What follows belongs to an exercise in optimizing a design on an open flow for small area and a short achievable clock period; a production flow would make more cautious choices. No run shown here included a check of the RTL's function; only the layout flow was run. Power figures rest on the tool's default switching activity, not on a simulated workload.

<file path="flow/config.mk">
export PLATFORM = sky130hd
export DESIGN_NAME = CPU
export DESIGN_NICKNAME = CPU
export VERILOG_FILES = /design/flow/design.v
export SDC_FILE = /design/flow/constraint.sdc
export NUM_CORES = 4
export LEC_CHECK = 0
export CAP_MARGIN = 20
export CORE_MARGIN = 2
export CORE_UTILIZATION = 40
export SETUP_SLACK_MARGIN = 4.5
export SLEW_MARGIN = 20
</file>
<file path="flow/constraint.sdc">
create_clock -name core_clock -period 12.5 [get_ports {clk}]
set_input_delay 2.5000 -clock core_clock [delete_from_list [all_inputs] [get_ports {clk}]]
set_output_delay 2.5000 -clock core_clock [all_outputs]
set_load 0.01 [all_outputs]
</file>
<file path="flow/design.v">
module CPU(
	input logic clk,
	input logic [15:0] inM,
	input logic [15:0] instruction,
	input logic reset,
	output logic [15:0] outM,
	output logic writeM,
	output logic [14:0] addressM,
	output logic [14:0] pc
);
	logic [15:0] A, D;
	logic [14:0] PC;
	wire c  = instruction[15];
	wire am = instruction[12];
	wire zx = instruction[11];
	wire nx = instruction[10];
	wire zy = instruction[9];
	wire ny = instruction[8];
	wire f  = instruction[7];
	wire no = instruction[6];
	wire nxo = nx ^ no;
	wire nyo = ny ^ no;
	wire kn1 = ~(f | no);
	wire kd = ~zx;
	wire kA = ~am & ~zy;
	wire kM = am & ~zy;
	wire cinn = ~(f & no);
	logic dn0;
	logic xa0;
	logic x0;
	logic ymn0;
	logic ya0;
	logic y0;
	logic gn0;
	logic gfn0;
	logic pn0;
	logic q0;
	logic dn1;
	logic xa1;
	logic x1;
	logic ymn1;
	logic ya1;
	logic y1;
	logic gn1;
	logic gfn1;
	logic pn1;
	logic q1;
	logic dn2;
	logic xa2;
	logic x2;
	logic ymn2;
	logic ya2;
	logic y2;
	logic gn2;
	logic gfn2;
	logic pn2;
	logic q2;
	logic dn3;
	logic xa3;
	logic x3;
	logic ymn3;
	logic ya3;
	logic y3;
	logic gn3;
	logic gfn3;
	logic pn3;
	logic q3;
	logic dn4;
	logic xa4;
	logic x4;
	logic ymn4;
	logic ya4;
	logic y4;
	logic gn4;
	logic gfn4;
	logic pn4;
	logic q4;
	logic dn5;
	logic xa5;
	logic x5;
	logic ymn5;
	logic ya5;
	logic y5;
	logic gn5;
	logic gfn5;
	logic pn5;
	logic q5;
	logic dn6;
	logic xa6;
	logic x6;
	logic ymn6;
	logic ya6;
	logic y6;
	logic gn6;
	logic gfn6;
	logic pn6;
	logic q6;
	logic dn7;
	logic xa7;
	logic x7;
	logic ymn7;
	logic ya7;
	logic y7;
	logic gn7;
	logic gfn7;
	logic pn7;
	logic q7;
	logic dn8;
	logic xa8;
	logic x8;
	logic ymn8;
	logic ya8;
	logic y8;
	logic gn8;
	logic gfn8;
	logic pn8;
	logic q8;
	logic dn9;
	logic xa9;
	logic x9;
	logic ymn9;
	logic ya9;
	logic y9;
	logic gn9;
	logic gfn9;
	logic pn9;
	logic q9;
	logic dn10;
	logic xa10;
	logic x10;
	logic ymn10;
	logic ya10;
	logic y10;
	logic gn10;
	logic gfn10;
	logic pn10;
	logic q10;
	logic dn11;
	logic xa11;
	logic x11;
	logic ymn11;
	logic ya11;
	logic y11;
	logic gn11;
	logic gfn11;
	logic pn11;
	logic q11;
	logic dn12;
	logic xa12;
	logic x12;
	logic ymn12;
	logic ya12;
	logic y12;
	logic gn12;
	logic gfn12;
	logic pn12;
	logic q12;
	logic dn13;
	logic xa13;
	logic x13;
	logic ymn13;
	logic ya13;
	logic y13;
	logic gn13;
	logic gfn13;
	logic pn13;
	logic q13;
	logic dn14;
	logic xa14;
	logic x14;
	logic ymn14;
	logic ya14;
	logic y14;
	logic gn14;
	logic gfn14;
	logic pn14;
	logic q14;
	logic dn15;
	logic xa15;
	logic x15;
	logic ymn15;
	logic ya15;
	logic y15;
	logic gn15;
	logic gfn15;
	logic pn15;
	logic q15;
	logic G0;
	logic G1;
	logic P1;
	logic G2;
	logic P2;
	logic G3;
	logic P3;
	logic G4;
	logic P4;
	logic G5;
	logic P5;
	logic G6;
	logic P6;
	logic G7;
	logic P7;
	logic iv0;
	logic iv1;
	logic G8;
	logic G9;
	logic iv2;
	logic iv3;
	logic G10;
	logic P10;
	logic G11;
	logic P11;
	logic iv4;
	logic iv5;
	logic G12;
	logic P12;
	logic G13;
	logic P13;
	logic iv6;
	logic iv7;
	logic G14;
	logic P14;
	logic G15;
	logic P15;
	logic G16;
	logic iv8;
	logic iv9;
	logic G17;
	logic G18;
	logic G19;
	logic G20;
	logic P20;
	logic iv10;
	logic iv11;
	logic G21;
	logic P21;
	logic G22;
	logic P22;
	logic G23;
	logic P23;
	logic iv12;
	logic iv13;
	logic G24;
	logic G25;
	logic iv14;
	logic iv15;
	logic G26;
	logic iv16;
	logic iv17;
	logic G27;
	logic G28;
	logic G29;
	logic G30;
	logic G31;
	hk_and2 u_xa0 (D[0], kd, xa0);
	hk_xor2 u_x0 (xa0, nxo, x0);
	hk_aoi22 u_ymn0 (A[0], kA, inM[0], kM, ymn0);
	hk_xnor2 u_y0 (ymn0, nyo, y0);
	hk_nand2 u_gn0 (x0, y0, gn0);
	hk_nand3 u_gfn0 (x0, y0, f, gfn0);
	hk_xnor2 u_pn0 (x0, y0, pn0);
	hk_o22ai u_q0 (pn0, kn1, gn0, f, q0);
	hk_and2 u_xa1 (D[1], kd, xa1);
	hk_xor2 u_x1 (xa1, nxo, x1);
	hk_aoi22 u_ymn1 (A[1], kA, inM[1], kM, ymn1);
	hk_xnor2 u_y1 (ymn1, nyo, y1);
	hk_nand2 u_gn1 (x1, y1, gn1);
	hk_nand3 u_gfn1 (x1, y1, f, gfn1);
	hk_xnor2 u_pn1 (x1, y1, pn1);
	hk_o22ai u_q1 (pn1, kn1, gn1, f, q1);
	hk_and2 u_xa2 (D[2], kd, xa2);
	hk_xor2 u_x2 (xa2, nxo, x2);
	hk_aoi22 u_ymn2 (A[2], kA, inM[2], kM, ymn2);
	hk_xnor2 u_y2 (ymn2, nyo, y2);
	hk_nand2 u_gn2 (x2, y2, gn2);
	hk_nand3 u_gfn2 (x2, y2, f, gfn2);
	hk_xnor2 u_pn2 (x2, y2, pn2);
	hk_o22ai u_q2 (pn2, kn1, gn2, f, q2);
	hk_and2 u_xa3 (D[3], kd, xa3);
	hk_xor2 u_x3 (xa3, nxo, x3);
	hk_aoi22 u_ymn3 (A[3], kA, inM[3], kM, ymn3);
	hk_xnor2 u_y3 (ymn3, nyo, y3);
	hk_nand2 u_gn3 (x3, y3, gn3);
	hk_nand3 u_gfn3 (x3, y3, f, gfn3);
	hk_xnor2 u_pn3 (x3, y3, pn3);
	hk_o22ai u_q3 (pn3, kn1, gn3, f, q3);
	hk_and2 u_xa4 (D[4], kd, xa4);
	hk_xor2 u_x4 (xa4, nxo, x4);
	hk_aoi22 u_ymn4 (A[4], kA, inM[4], kM, ymn4);
	hk_xnor2 u_y4 (ymn4, nyo, y4);
	hk_nand2 u_gn4 (x4, y4, gn4);
	hk_nand3 u_gfn4 (x4, y4, f, gfn4);
	hk_xnor2 u_pn4 (x4, y4, pn4);
	hk_o22ai u_q4 (pn4, kn1, gn4, f, q4);
	hk_and2 u_xa5 (D[5], kd, xa5);
	hk_xor2 u_x5 (xa5, nxo, x5);
	hk_aoi22 u_ymn5 (A[5], kA, inM[5], kM, ymn5);
	hk_xnor2 u_y5 (ymn5, nyo, y5);
	hk_nand2 u_gn5 (x5, y5, gn5);
	hk_nand3 u_gfn5 (x5, y5, f, gfn5);
	hk_xnor2 u_pn5 (x5, y5, pn5);
	hk_o22ai u_q5 (pn5, kn1, gn5, f, q5);
	hk_and2 u_xa6 (D[6], kd, xa6);
	hk_xor2 u_x6 (xa6, nxo, x6);
	hk_aoi22 u_ymn6 (A[6], kA, inM[6], kM, ymn6);
	hk_xnor2 u_y6 (ymn6, nyo, y6);
	hk_nand2 u_gn6 (x6, y6, gn6);
	hk_nand3 u_gfn6 (x6, y6, f, gfn6);
	hk_xnor2 u_pn6 (x6, y6, pn6);
	hk_o22ai u_q6 (pn6, kn1, gn6, f, q6);
	hk_and2 u_xa7 (D[7], kd, xa7);
	hk_xor2 u_x7 (xa7, nxo, x7);
	hk_aoi22 u_ymn7 (A[7], kA, inM[7], kM, ymn7);
	hk_xnor2 u_y7 (ymn7, nyo, y7);
	hk_nand2 u_gn7 (x7, y7, gn7);
	hk_nand3 u_gfn7 (x7, y7, f, gfn7);
	hk_xnor2 u_pn7 (x7, y7, pn7);
	hk_o22ai u_q7 (pn7, kn1, gn7, f, q7);
	hk_and2 u_xa8 (D[8], kd, xa8);
	hk_xor2 u_x8 (xa8, nxo, x8);
	hk_aoi22 u_ymn8 (A[8], kA, inM[8], kM, ymn8);
	hk_xnor2 u_y8 (ymn8, nyo, y8);
	hk_nand2 u_gn8 (x8, y8, gn8);
	hk_nand3 u_gfn8 (x8, y8, f, gfn8);
	hk_xnor2 u_pn8 (x8, y8, pn8);
	hk_o22ai u_q8 (pn8, kn1, gn8, f, q8);
	hk_and2 u_xa9 (D[9], kd, xa9);
	hk_xor2 u_x9 (xa9, nxo, x9);
	hk_aoi22 u_ymn9 (A[9], kA, inM[9], kM, ymn9);
	hk_xnor2 u_y9 (ymn9, nyo, y9);
	hk_nand2 u_gn9 (x9, y9, gn9);
	hk_nand3 u_gfn9 (x9, y9, f, gfn9);
	hk_xnor2 u_pn9 (x9, y9, pn9);
	hk_o22ai u_q9 (pn9, kn1, gn9, f, q9);
	hk_and2 u_xa10 (D[10], kd, xa10);
	hk_xor2 u_x10 (xa10, nxo, x10);
	hk_aoi22 u_ymn10 (A[10], kA, inM[10], kM, ymn10);
	hk_xnor2 u_y10 (ymn10, nyo, y10);
	hk_nand2 u_gn10 (x10, y10, gn10);
	hk_nand3 u_gfn10 (x10, y10, f, gfn10);
	hk_xnor2 u_pn10 (x10, y10, pn10);
	hk_o22ai u_q10 (pn10, kn1, gn10, f, q10);
	hk_and2 u_xa11 (D[11], kd, xa11);
	hk_xor2 u_x11 (xa11, nxo, x11);
	hk_aoi22 u_ymn11 (A[11], kA, inM[11], kM, ymn11);
	hk_xnor2 u_y11 (ymn11, nyo, y11);
	hk_nand2 u_gn11 (x11, y11, gn11);
	hk_nand3 u_gfn11 (x11, y11, f, gfn11);
	hk_xnor2 u_pn11 (x11, y11, pn11);
	hk_o22ai u_q11 (pn11, kn1, gn11, f, q11);
	hk_and2 u_xa12 (D[12], kd, xa12);
	hk_xor2 u_x12 (xa12, nxo, x12);
	hk_aoi22 u_ymn12 (A[12], kA, inM[12], kM, ymn12);
	hk_xnor2 u_y12 (ymn12, nyo, y12);
	hk_nand2 u_gn12 (x12, y12, gn12);
	hk_nand3 u_gfn12 (x12, y12, f, gfn12);
	hk_xnor2 u_pn12 (x12, y12, pn12);
	hk_o22ai u_q12 (pn12, kn1, gn12, f, q12);
	hk_and2 u_xa13 (D[13], kd, xa13);
	hk_xor2 u_x13 (xa13, nxo, x13);
	hk_aoi22 u_ymn13 (A[13], kA, inM[13], kM, ymn13);
	hk_xnor2 u_y13 (ymn13, nyo, y13);
	hk_nand2 u_gn13 (x13, y13, gn13);
	hk_nand3 u_gfn13 (x13, y13, f, gfn13);
	hk_xnor2 u_pn13 (x13, y13, pn13);
	hk_o22ai u_q13 (pn13, kn1, gn13, f, q13);
	hk_and2 u_xa14 (D[14], kd, xa14);
	hk_xor2 u_x14 (xa14, nxo, x14);
	hk_aoi22 u_ymn14 (A[14], kA, inM[14], kM, ymn14);
	hk_xnor2 u_y14 (ymn14, nyo, y14);
	hk_nand2 u_gn14 (x14, y14, gn14);
	hk_nand3 u_gfn14 (x14, y14, f, gfn14);
	hk_xnor2 u_pn14 (x14, y14, pn14);
	hk_o22ai u_q14 (pn14, kn1, gn14, f, q14);
	hk_and2 u_xa15 (D[15], kd, xa15);
	hk_xor2 u_x15 (xa15, nxo, x15);
	hk_aoi22 u_ymn15 (A[15], kA, inM[15], kM, ymn15);
	hk_xnor2 u_y15 (ymn15, nyo, y15);
	hk_nand2 u_gn15 (x15, y15, gn15);
	hk_nand3 u_gfn15 (x15, y15, f, gfn15);
	hk_xnor2 u_pn15 (x15, y15, pn15);
	hk_o22ai u_q15 (pn15, kn1, gn15, f, q15);
	hk_oai21 u_G0 (pn0, cinn, gfn0, G0);
	hk_oai21 u_G1 (pn2, gfn1, gfn2, G1);
	hk_nor2 u_P1 (pn2, pn1, P1);
	hk_oai21 u_G2 (pn4, gfn3, gfn4, G2);
	hk_nor2 u_P2 (pn4, pn3, P2);
	hk_oai21 u_G3 (pn6, gfn5, gfn6, G3);
	hk_nor2 u_P3 (pn6, pn5, P3);
	hk_oai21 u_G4 (pn8, gfn7, gfn8, G4);
	hk_nor2 u_P4 (pn8, pn7, P4);
	hk_oai21 u_G5 (pn10, gfn9, gfn10, G5);
	hk_nor2 u_P5 (pn10, pn9, P5);
	hk_oai21 u_G6 (pn12, gfn11, gfn12, G6);
	hk_nor2 u_P6 (pn12, pn11, P6);
	hk_oai21 u_G7 (pn14, gfn13, gfn14, G7);
	hk_nor2 u_P7 (pn14, pn13, P7);
	hk_inv u_iv0 (gfn1, iv0);
	hk_inv u_iv1 (pn1, iv1);
	hk_aoi21 u_G8 (iv1, G0, iv0, G8);
	hk_aoi21 u_G9 (P1, G0, G1, G9);
	hk_inv u_iv2 (gfn5, iv2);
	hk_inv u_iv3 (pn5, iv3);
	hk_aoi21 u_G10 (iv3, G2, iv2, G10);
	hk_nand2 u_P10 (iv3, P2, P10);
	hk_aoi21 u_G11 (P3, G2, G3, G11);
	hk_nand2 u_P11 (P3, P2, P11);
	hk_inv u_iv4 (gfn9, iv4);
	hk_inv u_iv5 (pn9, iv5);
	hk_aoi21 u_G12 (iv5, G4, iv4, G12);
	hk_nand2 u_P12 (iv5, P4, P12);
	hk_aoi21 u_G13 (P5, G4, G5, G13);
	hk_nand2 u_P13 (P5, P4, P13);
	hk_inv u_iv6 (gfn13, iv6);
	hk_inv u_iv7 (pn13, iv7);
	hk_aoi21 u_G14 (iv7, G6, iv6, G14);
	hk_nand2 u_P14 (iv7, P6, P14);
	hk_aoi21 u_G15 (P7, G6, G7, G15);
	hk_nand2 u_P15 (P7, P6, P15);
	hk_oai21 u_G16 (pn3, G9, gfn3, G16);
	hk_inv u_iv8 (G2, iv8);
	hk_inv u_iv9 (P2, iv9);
	hk_oai21 u_G17 (iv9, G9, iv8, G17);
	hk_oai21 u_G18 (P10, G9, G10, G18);
	hk_oai21 u_G19 (P11, G9, G11, G19);
	hk_oai21 u_G20 (pn11, G13, gfn11, G20);
	hk_nor2 u_P20 (pn11, P13, P20);
	hk_inv u_iv10 (G6, iv10);
	hk_inv u_iv11 (P6, iv11);
	hk_oai21 u_G21 (iv11, G13, iv10, G21);
	hk_nor2 u_P21 (iv11, P13, P21);
	hk_oai21 u_G22 (P14, G13, G14, G22);
	hk_nor2 u_P22 (P14, P13, P22);
	hk_oai21 u_G23 (P15, G13, G15, G23);
	hk_nor2 u_P23 (P15, P13, P23);
	hk_inv u_iv12 (gfn7, iv12);
	hk_inv u_iv13 (pn7, iv13);
	hk_aoi21 u_G24 (iv13, G19, iv12, G24);
	hk_aoi21 u_G25 (P4, G19, G4, G25);
	hk_inv u_iv14 (G12, iv14);
	hk_inv u_iv15 (P12, iv15);
	hk_aoi21 u_G26 (iv15, G19, iv14, G26);
	hk_inv u_iv16 (G13, iv16);
	hk_inv u_iv17 (P13, iv17);
	hk_aoi21 u_G27 (iv17, G19, iv16, G27);
	hk_aoi21 u_G28 (P20, G19, G20, G28);
	hk_aoi21 u_G29 (P21, G19, G21, G29);
	hk_aoi21 u_G30 (P22, G19, G22, G30);
	hk_aoi21 u_G31 (P23, G19, G23, G31);
	hk_xnor2 u_outM_0 (q0, cinn, outM[0]);
	hk_xor2 u_outM_1 (q1, G0, outM[1]);
	hk_xnor2 u_outM_2 (q2, G8, outM[2]);
	hk_xnor2 u_outM_3 (q3, G9, outM[3]);
	hk_xor2 u_outM_4 (q4, G16, outM[4]);
	hk_xor2 u_outM_5 (q5, G17, outM[5]);
	hk_xor2 u_outM_6 (q6, G18, outM[6]);
	hk_xor2 u_outM_7 (q7, G19, outM[7]);
	hk_xnor2 u_outM_8 (q8, G24, outM[8]);
	hk_xnor2 u_outM_9 (q9, G25, outM[9]);
	hk_xnor2 u_outM_10 (q10, G26, outM[10]);
	hk_xnor2 u_outM_11 (q11, G27, outM[11]);
	hk_xnor2 u_outM_12 (q12, G28, outM[12]);
	hk_xnor2 u_outM_13 (q13, G29, outM[13]);
	hk_xnor2 u_outM_14 (q14, G30, outM[14]);
	hk_xnor2 u_outM_15 (q15, G31, outM[15]);
	wire zr = (outM == 16'd0);
	wire ng = outM[15];
	wire jmp = c & ((instruction[2] & ng) | (instruction[1] & zr) | (instruction[0] & ~ng & ~zr));
	always_ff @(posedge clk) begin
		if (~c) A <= {1'b0, instruction[14:0]};
		else if (instruction[5]) A <= outM;
		if (c & instruction[4]) D <= outM;
		if (reset) PC <= 15'd0;
		else if (jmp) PC <= A[14:0];
		else PC <= PC + 15'd1;
	end
	assign writeM = c & instruction[3];
	assign addressM = A[14:0];
	assign pc = PC;
endmodule
module hk_inv(input logic a, output logic y);
	assign y = ~a;
endmodule
module hk_and2(input logic a, b, output logic y);
	assign y = a & b;
endmodule
module hk_nand2(input logic a, b, output logic y);
	assign y = ~(a & b);
endmodule
module hk_nor2(input logic a, b, output logic y);
	assign y = ~(a | b);
endmodule
module hk_nand3(input logic a, b, c, output logic y);
	assign y = ~(a & b & c);
endmodule
module hk_xor2(input logic a, b, output logic y);
	assign y = a ^ b;
endmodule
module hk_xnor2(input logic a, b, output logic y);
	assign y = ~(a ^ b);
endmodule
module hk_aoi22(input logic a1, a2, b1, b2, output logic y);
	assign y = ~((a1 & a2) | (b1 & b2));
endmodule
module hk_aoi21(input logic a1, a2, b, output logic y);
	assign y = ~((a1 & a2) | b);
endmodule
module hk_oai21(input logic a1, a2, b, output logic y);
	assign y = ~((a1 | a2) & b);
endmodule
module hk_o22ai(input logic a1, a2, b1, b2, output logic y);
	assign y = ~((a1 | a2) & (b1 | b2));
endmodule
</file>
<file path="flow/flow/run.sh">
#!/bin/bash
# Layout flow: the standard ORFS flow (standard.sh) with two changes:
#  - synthesis maps the logic with the ABC script in flow/abc.script
#    (ORFS's synth.tcl otherwise unchanged; same -nofsm -noshare, flatten and renames)
#  - port buffers are sky130_fd_sc_hd__buf_1 instead of the default choice
set -euo pipefail
W=$PWD
sed "s#log_cmd abc {\*}\$abc_args#log_cmd abc {*}[lreplace \$abc_args 1 1 $W/flow/abc.script]#" \
  "$FLOW_HOME/scripts/synth.tcl" > "$W/synth_custom.tcl"
grep -q "flow/abc.script" "$W/synth_custom.tcl"
sed "s#\$::env(SCRIPTS_DIR)/synth.tcl#$W/synth_custom.tcl#" synth_recipe.tcl > "$W/synth_top.tcl"
grep -q "synth_custom.tcl" "$W/synth_top.tcl"
EXTRA=()
if [[ -f flow/make_args.txt ]]; then mapfile -t EXTRA < <(grep -v '^\s*$' flow/make_args.txt); fi
bash standard.sh SYNTH_SCRIPT="$W/synth_top.tcl" \
  "BUFFER_PORTS_ARGS=-buffer_cell sky130_fd_sc_hd__buf_1" "${EXTRA[@]}" finish > "$W/flow.log" 2>&1
</file>
<file path="flow/flow/abc.script">
strash; dch; map -a; topo; stime -c
</file>
<file path="flow/flow/make_args.txt">
SYNTH_KEEP_MODULES=hk_inv hk_and2 hk_nand2 hk_nor2 hk_nand3 hk_xor2 hk_xnor2 hk_aoi22 hk_aoi21 hk_oai21 hk_o22ai
CTS_ARGS=-sink_clustering_enable -repair_clock_nets -dont_use_dummy_load
DONT_USE_CELLS=sky130_fd_sc_hd__probe_p_8 sky130_fd_sc_hd__probec_p_8 sky130_fd_sc_hd__lpflow_bleeder_1 sky130_fd_sc_hd__lpflow_clkbufkapwr_1 sky130_fd_sc_hd__lpflow_clkbufkapwr_16 sky130_fd_sc_hd__lpflow_clkbufkapwr_2 sky130_fd_sc_hd__lpflow_clkbufkapwr_4 sky130_fd_sc_hd__lpflow_clkbufkapwr_8 sky130_fd_sc_hd__lpflow_clkinvkapwr_1 sky130_fd_sc_hd__lpflow_clkinvkapwr_16 sky130_fd_sc_hd__lpflow_clkinvkapwr_2 sky130_fd_sc_hd__lpflow_clkinvkapwr_4 sky130_fd_sc_hd__lpflow_clkinvkapwr_8 sky130_fd_sc_hd__lpflow_decapkapwr_12 sky130_fd_sc_hd__lpflow_decapkapwr_3 sky130_fd_sc_hd__lpflow_decapkapwr_4 sky130_fd_sc_hd__lpflow_decapkapwr_6 sky130_fd_sc_hd__lpflow_decapkapwr_8 sky130_fd_sc_hd__lpflow_inputiso0n_1 sky130_fd_sc_hd__lpflow_inputiso0p_1 sky130_fd_sc_hd__lpflow_inputiso1n_1 sky130_fd_sc_hd__lpflow_inputiso1p_1 sky130_fd_sc_hd__lpflow_inputisolatch_1 sky130_fd_sc_hd__lpflow_isobufsrc_1 sky130_fd_sc_hd__lpflow_isobufsrc_16 sky130_fd_sc_hd__lpflow_isobufsrc_2 sky130_fd_sc_hd__lpflow_isobufsrc_4 sky130_fd_sc_hd__lpflow_isobufsrc_8 sky130_fd_sc_hd__lpflow_isobufsrckapwr_16 sky130_fd_sc_hd__lpflow_lsbuf_lh_hl_isowell_tap_1 sky130_fd_sc_hd__lpflow_lsbuf_lh_hl_isowell_tap_2 sky130_fd_sc_hd__lpflow_lsbuf_lh_hl_isowell_tap_4 sky130_fd_sc_hd__lpflow_lsbuf_lh_isowell_4 sky130_fd_sc_hd__lpflow_lsbuf_lh_isowell_tap_1 sky130_fd_sc_hd__lpflow_lsbuf_lh_isowell_tap_2 sky130_fd_sc_hd__lpflow_lsbuf_lh_isowell_tap_4  sky130_fd_sc_hd__o21ai_0 sky130_fd_sc_hd__a21boi_0 sky130_fd_sc_hd__and2_0 sky130_fd_sc_hd__or2_0 sky130_fd_sc_hd__o311ai_0
</file>
<file path="flow/standard.sh">
#!/bin/bash
# synth_recipe.tcl (not shown) runs the flow's synth.tcl, then flattens the netlist and writes it again
# the make line also repeats each setting of config.mk as NAME=value (left out here)
make -C /OpenROAD-flow-scripts/flow DESIGN_CONFIG=/design/flow/config.mk WORK_HOME=/design/flow/orfs CLKGATE_MAP_FILE= SYNTH_SCRIPT=/design/flow/synth_recipe.tcl "${@:-finish}"
</file>
==> results of run 1 <==
## synth_stat cells
library cell and count:
and2_2 16, dfxtp_1 16, o22ai_1 16, a21oi_1 32
xor2_1 33, o21ai_1 38, edfxtp_1 31, buf_4 16
nor3_1 4, nor2_1 19, nand3_1 23, xnor2_1 46
ha_1 1, nor4_1 4, clkinv_1 34, o221ai_1 1
a22oi_1 16, nand2_1 59, nand4_1 3
## routing by layer
metal	part of all wire	up-vias	track usage
met1	0.46	1416	0.262
met2	0.47	96	0.328
li1	-	1572	-
met3	0.057	10	0.0282
met5	0	-	0
met4	0.014	0	0.0476
## modules after synthesis (local to each module, per instance), excerpt
| module | flip-flops and latches | cell area [µm²] | cells | copies in the design |
|---|---|---|---|---|
| hk_o22ai | 0 | 6.26 | 1 | 16 |
| hk_aoi22 | 0 | 7.51 | 1 | 16 |
| hk_xor2 | 0 | 8.76 | 1 | 21 |
| hk_aoi21 | 0 | 5.00 | 1 | 16 |
| hk_nor2 | 0 | 3.75 | 1 | 11 |
| hk_oai21 | 0 | 5.00 | 1 | 16 |
| hk_nand2 | 0 | 3.75 | 1 | 22 |
| hk_and2 | 0 | 7.51 | 1 | 16 |
| hk_nand3 | 0 | 5.00 | 1 | 15 |
| hk_xnor2 | 0 | 8.76 | 1 | 43 |
| hk_inv | 0 | 3.75 | 1 | 18 |
## path summary, 6_finish.rpt
| kind | start | end | slack, ps |
|---|---|---|---|
| setup reg to reg | A[0]$_DFFE_PP_ | PC[13]$_SDFF_PP0_ | 8080 |
| setup / recovery | instruction[6] | outM[15] | 4720 |
| hold / removal | PC[0]$_SDFF_PP0_ | PC[0]$_SDFF_PP0_ | 520 |
| hold reg to reg | PC[0]$_SDFF_PP0_ | PC[0]$_SDFF_PP0_ | 520 |
## sequential cells by signal (all words and copies together), names as in the netlist
| name | count |
|---|---|
| A | 16 |
| D | 16 |
| PC | 15 |
## cell type report
type                    count  area (µm²)
multi-input cells         311        1930
repair buffers             93         423
well taps                 105         131
clock buffers               5        68.8
flip-flops and latches     47        1250
fillers                   827        4280
inverters                  34         128
## report_power, final
part           total [W]  internal (W)  switching, W
Sequential      0.000253      0.000223     0.0000296
Clock          0.0000848     0.0000362     0.0000485
Combinational   0.000401      0.000143      0.000258
## stage by stage
| stage | hold WS, ps | setup slack [ps] | instances |
|---|---|---|---|
| finish | 523 | 4720 | 595 |
| detailed placement | 510 | 3970 | 581 |
| global placement | 494 | 4080 | 581 |
| global route | 534 | 4530 | 595 |
| CTS | 529 | 4560 | 595 |
| floorplan | 490 | 4520 | 408 |
## critical path, cell delays in order
cell and delay (ps):
buf_1 430, xor2_4 170, buf_4 200, buf_4 130, xnor2_1 340, nand3_1 180
o21ai_1 300, a21oi_1 220, o21ai_1 180, a21oi_1 70, xnor2_1 370, buf_1 190
## cell families (layout without fill, tap and decap cells)
family	count (synthesis)	in the layout	share of synthesized area
flops	47	47	0.371
fa+ha+maj	1	1	0.00371
compound gates	103	103	0.172
buf+inv	50	132	0.0734
simple gates	128	128	0.175
xor+xnor	79	79	0.205
## timing repair
action	in CTS	in global routing
setup buffers	9	0
endpoints found under the setup margin	9	9
resized for setup	4	2
pin swaps	2	0
hold buffers	0	0
==> out/qor.txt, run 1 <==
Cell Rows: 33
critical path arrival: 5280 ps
status: timing/DRC/antenna clean
Via density: 5.20
Antenna Violating Nets Remaining: 0
Worst Skew: 31.2 ps
RSZ-0062 raised after global routing: no
Die W: 95.9 µm
CP Capture Type: primary output
first drt pass iteration count: 4
CTS HTree Levels: 2
# diodes: 0
fin area: 3940 µm²
synth warn: 1
core area: 8220 µm²
total grt overflow: 0
ranking of synthesized cells by area: edfxtp_1 28%, xnor2_1 12%, dfxtp_1 9.5%, xor2_1 8.6%, nand2_1 6.6%
layout cell share with drive strength beyond 1: 0.0796
HPWL Detailed: 6710 µm
worst slew pin tran: 849 ps
Clk Latency, worst-skew pair: 310 ps
Fin Setup TNS: 0 ps
max cap viols: 0
die area: 9190 µm²
Final min period: 7780 ps
Vias: 3094
R2R depth: 14
Final Hold Fails: 0
Peak VDD IR: 0.0922 mV
leading cell type in the layout, fill and taps excluded: buf_1
Tcrit/Tclk final: 0.622
Seq/Total Area, Yosys: 0.371
post-synthesis register bit count: 47
commonest non-fill, non-tap cells in the layout: 80 x buf_1, 59 x nand2_1, 46 x xnor2_1
Static Leak: 1.34 nW
Setup Viol. Count Final: 0
Initial Utilization: 0.411
port bufs: 80
CTS tree: built
largest net degree at the start of global routing: 35
Post-Route WL: 8760 µm
Clock transition at path regs: 90 ps
total track usage: 0.194
number of global-route vias before repair: 2827
first-pass GRT wire length: 13600 µm
pwr/cell area: 188 nW/µm²
Final #Nets: 527
DRC viols: 0
Longest Clk Path Bufs: 2
min-delay worst type: reg -> reg
Post-DP Area: 3730 µm²
Worst Path Required: 10000 ps
mapped cell area: 3370 µm²
fmax: 0.129 GHz
Mapped Nets: 443
Syn Inst Count: 408
overall power: 0.000739 W
area grow syn2layout: 16.6%
TritonCTS Buffers: 5
Initial DRC Count: 147
WHS Path Cells: 1
I/O pins: 81
top cell type by total area after synthesis: edfxtp_1
top-area cell type share of the netlist area: 0.276
Yosys cell types: 19
GPL Wtd Cong: 0.888
CTS sink count: 47
clock tree root buffer cell: clkbuf_8
Critical Path Fanout Max: 6
critical path type: in -> out
Final Core Density: 0.479
WL/cell: 14.7 µm
chip height: 95.9 µm
initial antenna violation count: 0
max_slew headroom: 0.433
max-slew violations: 0
syn avg cell area: 8.27 µm²
startpoint type of the worst setup path: input port
==> run 2, diff against run 1 <==
==> flow/flow/make_args.txt (replaced) <==
SYNTH_KEEP_MODULES=hk_inv hk_and2 hk_nand2 hk_nor2 hk_nand3 hk_xor2 hk_xnor2 hk_aoi22 hk_aoi21 hk_oai21 hk_o22ai
CTS_ARGS=-sink_clustering_enable -repair_clock_nets -dont_use_dummy_load
CORE_UTILIZATION=55
PLACE_DENSITY=0.7
==> out/qor.txt, run 2 <==
Critical Path Fanout Max: 16 (+10)
Clock transition at path regs: 90 ps (about the same)
Slowest-stage cell, CP: xnor2_1
Setup Viol. Count Final: 0 (unchanged)
# diodes: 0 (unchanged)
overall power: 0.000733 W (-0.88%)
Yosys cell types: 19 (unchanged)
area grow syn2layout: 14.3%
Final #Nets: 523 (-0.76%)
Synth top cells by count: 59 x nand2_1, 46 x xnor2_1, 38 x o21ai_0
Regs by FF count: A: 16 flops, D: 16 flops, PC: 15 flops
top-area cell type share of the netlist area: 0.276 (unchanged)
mapped cell area: 3370 µm² (unchanged)
RSZ-0062 raised after global routing: no
ys flop type: edfxtp_1
Peak VDD IR: 0.0972 mV (+5.4%)
crit path buf inv count: 3 (-1)
largest net degree at the start of global routing: 35 (unchanged)
I/O pins: 81 (unchanged)
chip height: 82.3 µm (-14%)
fmax: 0.128 GHz (-0.19%)
startpoint type of the worst setup path: input port
Seq/Total Area, Yosys: 0.371 (unchanged)
top cell type by total area after synthesis: edfxtp_1
Initial DRC Count: 230 (+56%)
port bufs: 80 (unchanged)
Psw: 0.000335 W (-0.49%)
status: timing/DRC/antenna clean
Cell Rows: 28 (-15%)
R2R setup slack: 8250 ps (+170 ps)
critical path type: in -> out
CTS HTree Levels: 2 (unchanged)
count leader, synth: nand2_1
cell repeated most along the worst path: xnor2_1
Worst Path Required: 10000 ps (about the same)
number of global-route vias before repair: 2791 (-1.3%)
total grt overflow: 0 (unchanged)
GPL Wtd Cong: 0.908 (+2.1%)
WHS Endpoint: PC[0]$_SDFF_PP0_
CP cell instances: buf_1 -> clkinv_1 -> nor2_4 -> a22oi_1 -> xnor2_1 -> xnor2_1 -> o21ai_0 -> a21oi_2 -> o21ai_4 -> a21oi_1 -> xnor2_1 -> buf_1
leading cell type in the layout, fill and taps excluded: buf_1
combinational group share of total power: 0.538 (-0.005)
CTS tree: built
Final Hold Fails: 0 (unchanged)
first drt pass iteration count: 5 (+1)
CTS sink count: 47 (unchanged)
commonest non-fill, non-tap cells in the layout: 79 x buf_1, 59 x nand2_1, 46 x xnor2_1
worst r2r src: A[2]$_DFFE_PP_
HPWL Detailed: 6420 µm (-4.2%)
total track usage: 0.261 (+0.0673)
synth warn: 1 (unchanged)
EDFF count, synth: 31 (unchanged)
min-delay worst type: reg -> reg
clock power share: 0.116 (about the same)
post-synthesis register bit count: 47 (unchanged)
final worst slack: 4710 ps (-15.2 ps)
critical path arrival: 5290 ps (about the same)
first-pass GRT wire length: 13300 µm (-2.4%)
hold path start: PC[0]$_SDFF_PP0_
Worst Skew: 20.6 ps (-10.6 ps)
Vias: 3050 (-1.4%)
ranking of synthesized cells by area: edfxtp_1 28%, xnor2_1 12%, dfxtp_1 9.5%, xor2_1 8.6%, nand2_1 6.6%
CP Capture Type: primary output
initial antenna violation count: 0 (unchanged)
Final Core Density: 0.651 (+0.172)
Top Family by Delay on Critical Path: compound AO/OA/AOI/OAI gates
Internal Dissipation: 0.000398 W (-1.2%)
Initial Utilization: 0.570 (+0.159)
Longest Clk Path Bufs: 2 (unchanged)
slowest stage delay, CP: 420 ps (about the same)
Tcrit/Tclk final: 0.623 (+0.00121)
sequential power share: 0.345 (+0.003)
filler instances: 577 (-30%)
Post-Route WL: 8680 µm (-0.97%)
core area: 5920 µm² (-28%)
Via density: 5.44 (+4.6%)
DRC viols: 0 (unchanged)
max_slew headroom: 0.506 (+0.0737)
max cap viols: 0 (unchanged)
fraction of registers with async set/reset: 0 (unchanged)
Antenna Violating Nets Remaining: 0 (unchanged)
Clk Latency, worst-skew pair: 300 ps (about the same)
syn avg cell area: 8.27 µm² (unchanged)
pwr/cell area: 190 nW/µm² (+1.2%)
Die W: 82.3 µm (-14%)
die area: 6780 µm² (-26%)
CTS Hold Bufs: 0 (unchanged)
R2R depth: 14 (unchanged)
WL/cell: 15.5 µm (+5.0%)
max-slew violations: 0 (unchanged)
Syn Inst Count: 408 (unchanged)
Final min period: 7790 ps (+15.2 ps)
Fin Hold WS: 514 ps (-9.55 ps)
Mapped Nets: 443 (unchanged)
layout cell share with drive strength beyond 1: 0.0782 (-0.00140)
worst slew pin tran: 739 ps (-110 ps)
Sw Share: 0.457 (+0.00179)
Static Leak: 1.32 nW (-1.7%)
TritonCTS Buffers: 5 (unchanged)
R2R Path End: PC[5]$_SDFF_PP0_
WHS Path Cells: 1 (unchanged)
clock tree root buffer cell: clkbuf_8
pre-CTS setup slack: 3950 ps (-25.5 ps)
Fin Setup TNS: 0 ps (unchanged)
[run 2: routing by layer]
metal,track usage,share of wire
met4,0.0533,0.0056
met5,0,0
met3,0.0402,0.064
met1,0.353,0.45
met2,0.444,0.48
[run 2: through the flow]
stage,instance area (µm²),instances
2_1_floorplan,3390,408
4_1_cts,3840,561
6_report,3860,561
3_5_place_dp,3690,550
5_1_grt,3860,561
3_3_place_gp,3690,550
[run 2: cell type report]
type	instances	area, µm²	share of cell area
multi-input combinational	311	1950	0.505
sequential	47	1250	0.324
timing repair buffer	89	369	0.0957
inverter	34	128	0.0331
tap	75	93.8	0.0243
clock buffer	5	68.8	0.0178
[run 2: modules after synthesis, one instance, submodules excluded, a selection]
module	flops+latches	cells	copies in the design	cell area, µm²
hk_xor2	0	1	21	8.76
hk_nand2	0	1	22	3.75
hk_o22ai	0	1	16	6.26
CPU	47	198	1	2050
hk_nand3	0	1	15	5.00
hk_inv	0	1	18	3.75
hk_aoi22	0	1	16	7.51
hk_and2	0	1	16	7.51
hk_aoi21	0	1	16	5.00
hk_nor2	0	1	11	3.75
[run 2: kinds of logic (layout without fill, tap and decap cells)]
kind of cell	after synthesis	after routing	share of synthesized area
simple gates	128	128	0.175
compound gates	103	103	0.172
xor+xnor	79	79	0.205
buf+inv	50	128	0.0734
flops	47	47	0.371
fa+ha+maj	1	1	0.00371
[run 2: repair_timing]
item / CTS / global route
setup endpoints to repair: 12 / 9
pin swaps: 2 / 0
cloned: 0 / 0
setup buffers: 6 / 0
hold endpoints to repair: 0 / 0
resized for setup: 7 / 5
[run 2: worst max-delay path by stage]
stage                     from  endpoint  cells after the start
3_5_place_dp    instruction[6]  outM[12]                     10
3_3_place_gp    instruction[6]  outM[12]                     10
2_1_floorplan  instruction[12]  outM[15]                     11
6_report       instruction[12]  outM[11]                     12
4_1_cts        instruction[12]  outM[11]                     12
5_1_grt        instruction[12]  outM[14]                     12
[run 2: power by group through the flow]
stage / Sequential, W / Combinational, W / Clock [W]
3_5_place_dp: 0.000257 / 0.000380 / 0
2_1_floorplan: 0.000255 / 0.000285 / 0
4_1_cts: 0.000253 / 0.000389 / 0.0000870
3_3_place_gp: 0.000255 / 0.000375 / 0
6_report: 0.000253 / 0.000394 / 0.0000852
5_1_grt: 0.000258 / 0.000440 / 0.0000940
==> run 3, diff against run 2 <==
--- a/flow/design.v
+++ b/flow/design.v
@@ -201,52 +201,45 @@
 	logic G7;
 	logic P7;
 	logic iv0;
-	logic iv1;
 	logic G8;
 	logic G9;
+	logic iv1;
 	logic iv2;
-	logic iv3;
 	logic G10;
 	logic P10;
 	logic G11;
 	logic P11;
+	logic iv3;
 	logic iv4;
-	logic iv5;
 	logic G12;
 	logic P12;
 	logic G13;
 	logic P13;
+	logic iv5;
 	logic iv6;
-	logic iv7;
 	logic G14;
 	logic P14;
 	logic G15;
 	logic P15;
 	logic G16;
-	logic iv8;
-	logic iv9;
+	logic iv7;
 	logic G17;
 	logic G18;
 	logic G19;
 	logic G20;
 	logic P20;
-	logic iv10;
-	logic iv11;
+	logic iv8;
+	logic iv9;
 	logic G21;
 	logic P21;
 	logic G22;
 	logic P22;
 	logic G23;
 	logic P23;
-	logic iv12;
-	logic iv13;
+	logic iv10;
 	logic G24;
 	logic G25;
-	logic iv14;
-	logic iv15;
 	logic G26;
-	logic iv16;
-	logic iv17;
 	logic G27;
 	logic G28;
 	logic G29;
@@ -395,73 +388,66 @@
 	hk_nor2 u_P6 (pn12, pn11, P6);
 	hk_oai21 u_G7 (pn14, gfn13, gfn14, G7);
 	hk_nor2 u_P7 (pn14, pn13, P7);
-	hk_inv u_iv0 (gfn1, iv0);
-	hk_inv u_iv1 (pn1, iv1);
-	hk_aoi21 u_G8 (iv1, G0, iv0, G8);
+	hk_inv u_iv0 (G0, iv0);
+	hk_oai21 u_G8 (pn1, iv0, gfn1, G8);
 	hk_aoi21 u_G9 (P1, G0, G1, G9);
-	hk_inv u_iv2 (gfn5, iv2);
-	hk_inv u_iv3 (pn5, iv3);
-	hk_aoi21 u_G10 (iv3, G2, iv2, G10);
-	hk_nand2 u_P10 (iv3, P2, P10);
+	hk_inv u_iv1 (G2, iv1);
+	hk_inv u_iv2 (P2, iv2);
+	hk_oai21 u_G10 (pn5, iv1, gfn5, G10);
+	hk_nor2 u_P10 (pn5, iv2, P10);
 	hk_aoi21 u_G11 (P3, G2, G3, G11);
 	hk_nand2 u_P11 (P3, P2, P11);
-	hk_inv u_iv4 (gfn9, iv4);
-	hk_inv u_iv5 (pn9, iv5);
-	hk_aoi21 u_G12 (iv5, G4, iv4, G12);
-	hk_nand2 u_P12 (iv5, P4, P12);
+	hk_inv u_iv3 (G4, iv3);
+	hk_inv u_iv4 (P4, iv4);
+	hk_oai21 u_G12 (pn9, iv3, gfn9, G12);
+	hk_nor2 u_P12 (pn9, iv4, P12);
 	hk_aoi21 u_G13 (P5, G4, G5, G13);
 	hk_nand2 u_P13 (P5, P4, P13);
-	hk_inv u_iv6 (gfn13, iv6);
-	hk_inv u_iv7 (pn13, iv7);
-	hk_aoi21 u_G14 (iv7, G6, iv6, G14);
-	hk_nand2 u_P14 (iv7, P6, P14);
+	hk_inv u_iv5 (G6, iv5);
+	hk_inv u_iv6 (P6, iv6);
+	hk_oai21 u_G14 (pn13, iv5, gfn13, G14);
+	hk_nor2 u_P14 (pn13, iv6, P14);
 	hk_aoi21 u_G15 (P7, G6, G7, G15);
 	hk_nand2 u_P15 (P7, P6, P15);
 	hk_oai21 u_G16 (pn3, G9, gfn3, G16);
-	hk_inv u_iv8 (G2, iv8);
-	hk_inv u_iv9 (P2, iv9);
-	hk_oai21 u_G17 (iv9, G9, iv8, G17);
-	hk_oai21 u_G18 (P10, G9, G10, G18);
+	hk_inv u_iv7 (G9, iv7);
+	hk_aoi21 u_G17 (P2, iv7, G2, G17);
+	hk_aoi21 u_G18 (P10, iv7, G10, G18);
 	hk_oai21 u_G19 (P11, G9, G11, G19);
 	hk_oai21 u_G20 (pn11, G13, gfn11, G20);
 	hk_nor2 u_P20 (pn11, P13, P20);
-	hk_inv u_iv10 (G6, iv10);
-	hk_inv u_iv11 (P6, iv11);
-	hk_oai21 u_G21 (iv11, G13, iv10, G21);
-	hk_nor2 u_P21 (iv11, P13, P21);
-	hk_oai21 u_G22 (P14, G13, G14, G22);
-	hk_nor2 u_P22 (P14, P13, P22);
+	hk_inv u_iv8 (G13, iv8);
+	hk_inv u_iv9 (P13, iv9);
+	hk_aoi21 u_G21 (P6, iv8, G6, G21);
+	hk_nand2 u_P21 (P6, iv9, P21);
+	hk_aoi21 u_G22 (P14, iv8, G14, G22);
+	hk_nand2 u_P22 (P14, iv9, P22);
 	hk_oai21 u_G23 (P15, G13, G15, G23);
 	hk_nor2 u_P23 (P15, P13, P23);
-	hk_inv u_iv12 (gfn7, iv12);
-	hk_inv u_iv13 (pn7, iv13);
-	hk_aoi21 u_G24 (iv13, G19, iv12, G24);
+	hk_inv u_iv10 (G19, iv10);
+	hk_oai21 u_G24 (pn7, iv10, gfn7, G24);
 	hk_aoi21 u_G25 (P4, G19, G4, G25);
-	hk_inv u_iv14 (G12, iv14);
-	hk_inv u_iv15 (P12, iv15);
-	hk_aoi21 u_G26 (iv15, G19, iv14, G26);
-	hk_inv u_iv16 (G13, iv16);
-	hk_inv u_iv17 (P13, iv17);
-	hk_aoi21 u_G27 (iv17, G19, iv16, G27);
+	hk_aoi21 u_G26 (P12, G19, G12, G26);
+	hk_oai21 u_G27 (P13, iv10, G13, G27);
 	hk_aoi21 u_G28 (P20, G19, G20, G28);
-	hk_aoi21 u_G29 (P21, G19, G21, G29);
-	hk_aoi21 u_G30 (P22, G19, G22, G30);
+	hk_oai21 u_G29 (P21, iv10, G21, G29);
+	hk_oai21 u_G30 (P22, iv10, G22, G30);
 	hk_aoi21 u_G31 (P23, G19, G23, G31);
 	hk_xnor2 u_outM_0 (q0, cinn, outM[0]);
 	hk_xor2 u_outM_1 (q1, G0, outM[1]);
-	hk_xnor2 u_outM_2 (q2, G8, outM[2]);
+	hk_xor2 u_outM_2 (q2, G8, outM[2]);
 	hk_xnor2 u_outM_3 (q3, G9, outM[3]);
 	hk_xor2 u_outM_4 (q4, G16, outM[4]);
-	hk_xor2 u_outM_5 (q5, G17, outM[5]);
-	hk_xor2 u_outM_6 (q6, G18, outM[6]);
+	hk_xnor2 u_outM_5 (q5, G17, outM[5]);
+	hk_xnor2 u_outM_6 (q6, G18, outM[6]);
 	hk_xor2 u_outM_7 (q7, G19, outM[7]);
-	hk_xnor2 u_outM_8 (q8, G24, outM[8]);
+	hk_xor2 u_outM_8 (q8, G24, outM[8]);
 	hk_xnor2 u_outM_9 (q9, G25, outM[9]);
 	hk_xnor2 u_outM_10 (q10, G26, outM[10]);
-	hk_xnor2 u_outM_11 (q11, G27, outM[11]);
+	hk_xor2 u_outM_11 (q11, G27, outM[11]);
 	hk_xnor2 u_outM_12 (q12, G28, outM[12]);
-	hk_xnor2 u_outM_13 (q13, G29, outM[13]);
-	hk_xnor2 u_outM_14 (q14, G30, outM[14]);
+	hk_xor2 u_outM_13 (q13, G29, outM[13]);
+	hk_xor2 u_outM_14 (q14, G30, outM[14]);
 	hk_xnor2 u_outM_15 (q15, G31, outM[15]);
 	wire zr = (outM == 16'd0);
 	wire ng = outM[15];
==> flow/flow/make_args.txt (replaced) <==
SYNTH_KEEP_MODULES=hk_inv hk_and2 hk_nand2 hk_nor2 hk_nand3 hk_xor2 hk_xnor2 hk_aoi22 hk_aoi21 hk_oai21 hk_o22ai
CTS_ARGS=-sink_clustering_enable -repair_clock_nets -dont_use_dummy_load
==> out/qor.txt, run 3 <==
CTS tree: built
Critical Path Fanout Max: 16 (unchanged)
min-delay worst type: reg -> reg
cell repeated most along the worst path: buf_1
Psw: 0.000333 W (-0.56%)
Regs by FF count: A: 16 flops, D: 16 flops, PC: 15 flops
Seq/Total Area, Yosys: 0.374 (+0.00291)
ys flop type: edfxtp_1
Slowest-stage cell, CP: a22oi_1
Tcrit/Tclk final: 0.625 (+0.00179)
number of global-route vias before repair: 2790 (-0.036%)
Initial Utilization: 0.410 (-0.160)
clock power share: 0.117 (about the same)
sequential power share: 0.347 (+0.002)
layout cell share with drive strength beyond 1: 0.0792 (+0.000977)
GR Util met1: 0.260 (-0.0923)
synth warn: 1 (unchanged)
EDFF count, synth: 31 (unchanged)
top cell type by total area after synthesis: edfxtp_1
pwr/cell area: 189 nW/µm² (-0.47%)
met2 Use GR: 0.340 (-0.105)
Clk Latency, worst-skew pair: 300 ps (about the same)
core area: 8180 µm² (+38%)
Initial DRC Count: 123 (-47%)
first-pass GRT wire length: 13700 µm (+2.7%)
GPL Wtd Cong: 0.925 (+2.0%)
CTS Hold Bufs: 0 (unchanged)
post-synthesis register bit count: 47 (unchanged)
Via density: 5.20 (-4.4%)
commonest non-fill, non-tap cells in the layout: 79 x buf_1, 58 x nand2_1, 42 x xnor2_1
storage element area: 1250 µm² (unchanged)
WL/cell: 15.2 µm (-1.5%)
final worst slack: 4680 ps (-22.4 ps)
fmax: 0.128 GHz (-0.29%)
Final min period: 7820 ps (+22.4 ps)
clock tree root buffer cell: clkbuf_8
filler instances: 847 (+47%)
largest net degree at the start of global routing: 35 (unchanged)
Multi-input gate area: 1930 µm² (-0.96%)
Synth top cells by count: 58 x nand2_1, 43 x xnor2_1, 42 x o21ai_0
status: timing/DRC/antenna clean
Final #Nets: 517 (-1.1%)
RSZ-0062 raised after global routing: no
fraction of registers with async set/reset: 0 (unchanged)
DRC viols: 0 (unchanged)
Peak VDD IR: 0.0911 mV (-6.3%)
Worst Path Required: 10000 ps (about the same)
CP cell instances: buf_1 -> nor2_1 -> buf_4 -> a22oi_1 -> xnor2_2 -> xnor2_1 -> o21ai_1 -> a21oi_1 -> o21ai_2 -> clkinv_1 -> o21ai_0 -> xor2_1 -> buf_1
Worst Skew: 14.0 ps (-6.59 ps)
Setup Viol. Count Final: 0 (unchanged)
CTS sink count: 47 (unchanged)
die area: 9120 µm² (+35%)
Post-Route WL: 8910 µm (+2.7%)
I/O pins: 81 (unchanged)
Syn Inst Count: 401 (-1.7%)
Die W: 95.5 µm (+16%)
max-slew violations: 0 (unchanged)
leading cell type in the layout, fill and taps excluded: buf_1
Longest Clk Path Bufs: 2 (unchanged)
TritonCTS Buffers: 5 (unchanged)
Clock transition at path regs: 90 ps (about the same)
chip height: 95.5 µm (+16%)
ranking of synthesized cells by area: edfxtp_1 28%, xnor2_1 11%, dfxtp_1 9.6%, xor2_1 9.4%, nand2_1 6.5%
count leader, synth: nand2_1
# diodes: 0 (unchanged)
total track usage: 0.196 (-0.0651)
met3 Use GR: 0.0292 (-0.0110)
Antenna Violating Nets Remaining: 0 (unchanged)
Vias: 3042 (-0.26%)
syn avg cell area: 8.35 µm² (+0.95%)
slowest stage delay, CP: 360 ps (-60 ps)
Fin Setup TNS: 0 ps (unchanged)
CTS HTree Levels: 2 (unchanged)
Yosys cell types: 19 (unchanged)
combinational group share of total power: 0.537 (about the same)
first drt pass iteration count: 5 (unchanged)
Top Usage Layer GRT: met2
critical path arrival: 5320 ps (+30 ps)
critical path type: in -> out
Cell Rows: 33 (+18%)
Sw Share: 0.456 (-0.000891)
HPWL Detailed: 6700 µm (+4.3%)
Final Hold Fails: 0 (unchanged)
worst slew pin tran: 757 ps (+18.2 ps)
initial antenna violation count: 0 (unchanged)
port bufs: 80 (unchanged)
area grow syn2layout: 15.3%
CP Capture Type: primary output
pre-CTS setup slack: 3530 ps (-420 ps)
total grt overflow: 0 (unchanged)
max_slew headroom: 0.494 (-0.0122)
top-area cell type share of the netlist area: 0.278 (+0.00216)
Final Core Density: 0.472 (-0.179)
startpoint type of the worst setup path: input port
max cap viols: 0 (unchanged)
Static Leak: 1.32 nW (about the same)
mapped cell area: 3350 µm² (-0.78%)
Mapped Nets: 436 (-1.6%)
Internal Dissipation: 0.000397 W (-0.21%)
-- run 3: changes by cell type after synthesis, sizes merged, moves of 3 or more --
| cell | previous run | this run |
|---|---|---|
| xnor2 | 46 | 43 |
| o21ai | 38 | 42 |
| xor2 | 33 | 36 |
| clkinv | 34 | 27 |
| a21oi | 32 | 28 |
-- run 3: cells by family (layout without fill, tap and decap cells) --
| kind of cell | count (synthesis) | after routing | share of synthesized area |
|---|---|---|---|
| buffers and inverters | 43 | 122 | 0.0661 |
| xor gates and xnor gates | 79 | 79 | 0.207 |
| adders and majority gates | 1 | 1 | 0.00374 |
| and+or+nand+nor | 128 | 128 | 0.177 |
| DFF | 47 | 47 | 0.374 |
| AOI/OAI and AO/OA | 103 | 103 | 0.173 |
-- run 3: critical path, delay by kind of cell --
kind            cells  cell delay (ps)
buf+inv             4              720
xor+xnor            3              660
compound gates      5             1370
simple gates        1               70
-- run 3: through the flow --
step / instance area, µm² / total power [W] / hold slack, ps / instances
final: 3860 / 0.000730 / 511 / 585
after global routing: 3860 / 0.000784 / 541 / 585
after CTS: 3840 / 0.000728 / 521 / 584
after detailed placement: 3710 / 0.000636 / 500 / 575
after global placement: 3710 / 0.000633 / 488 / 575
after floorplan: 3360 / 0.000535 / 502 / 401
-- run 3: metal layers --
| layer | wire, µm | part of all wire | vias up |
|---|---|---|---|
| met4 | 66 | 0.0074 | 0 |
| met1 | 4100 | 0.46 | 1399 |
| met3 | 453 | 0.051 | 6 |
| met2 | 4290 | 0.48 | 91 |
| met5 | 0 | 0 | - |
| li1 | - | - | 1546 |
-- run 3: final cells by class --
| type | count | share of cell area |
|---|---|---|
| clock buffer | 5 | 0.0178 |
| tap | 105 | 0.0340 |
| sequential | 47 | 0.324 |
| timing repair buffer | 90 | 0.0976 |
| multi-input combinational | 311 | 0.499 |
| inverter | 27 | 0.0272 |
-- run 3: final timing paths --
path | startpoint | endpoint | slack [ps] | cells after the start
max | instruction[9] | outM[8] | 4680 | 13
min | PC[0]$_SDFF_PP0_ | PC[0]$_SDFF_PP0_ | 510 | 1
max reg2reg | A[0]$_DFFE_PP_ | PC[5]$_SDFF_PP0_ | 7870 | 15
min reg2reg | PC[0]$_SDFF_PP0_ | PC[0]$_SDFF_PP0_ | 510 | 1
-- run 3: modules after synthesis (local to each module, per instance) --
module	copies in the design	flops+latches
hk_nand2	21	0
hk_aoi22	16	0
hk_nand3	15	0
CPU	1	47
hk_xnor2	40	0
hk_o22ai	16	0
hk_oai21	20	0
hk_nor2	12	0
hk_and2	16	0
hk_inv	11	0
hk_aoi21	12	0
hk_xor2	24	0
-- run 3: what timing repair did --
| item | 4_1_cts | 5_1_grt |
|---|---|---|
| resized for setup | 4 | 5 |
| setup endpoints to repair | 12 | 6 |
| gates cloned | 0 | 0 |
| pin swaps | 2 | 2 |
| buffers inserted | 4 | 1 |
| endpoints found under the hold margin | 0 | 0 |
-- run 3: power by group through the flow --
| stage | sequential (W) | clock [W] | combinational [W] |
|---|---|---|---|
| 2_1_floorplan | 0.000255 | 0 | 0.000280 |
| 3_3_place_gp | 0.000255 | 0 | 0.000377 |
| 3_5_place_dp | 0.000258 | 0 | 0.000379 |
| 4_1_cts | 0.000254 | 0.0000895 | 0.000385 |
| 5_1_grt | 0.000258 | 0.0000935 | 0.000433 |
| 6_report | 0.000253 | 0.0000852 | 0.000392 |

-- static timing again, ports no longer ideal --
No port has a modelled driver above. Below, the same layouts with a new extraction and two added sets of constraints.
Step 1 (the two cells are an assumption about what drives the block):
set clk [get_ports {clk}]
set_driving_cell -lib_cell sky130_fd_sc_hd__clkbuf_16 $clk
set_driving_cell -lib_cell sky130_fd_sc_hd__buf_2 [delete_from_list [all_inputs] $clk]
Step 2 adds t to the input delays and takes it off the output delays; t is the mean of the earliest and latest rising clock arrival at the registers after step 1. Input paths then give back, and output paths get back, about the clock's delay inside the block.
Slacks: ideal / step 1 / step 2; pairs: ideal / step 1.
run	t (ns)	setup WS [ns]	clock arrival spread, ns
run 1	0.320	4.721 / 4.674 / 4.674	0.031 / 0.031
run 2	0.322	4.706 / 4.679 / 4.679	0.020 / 0.021
run 3	0.324	4.684 / 4.657 / 4.657	0.014 / 0.014
After both steps every run listed still meets setup and hold. For run 1, which loses most, drivers alone change the setup slack by -0.047 ns; drivers and shift together by -0.047 ns.
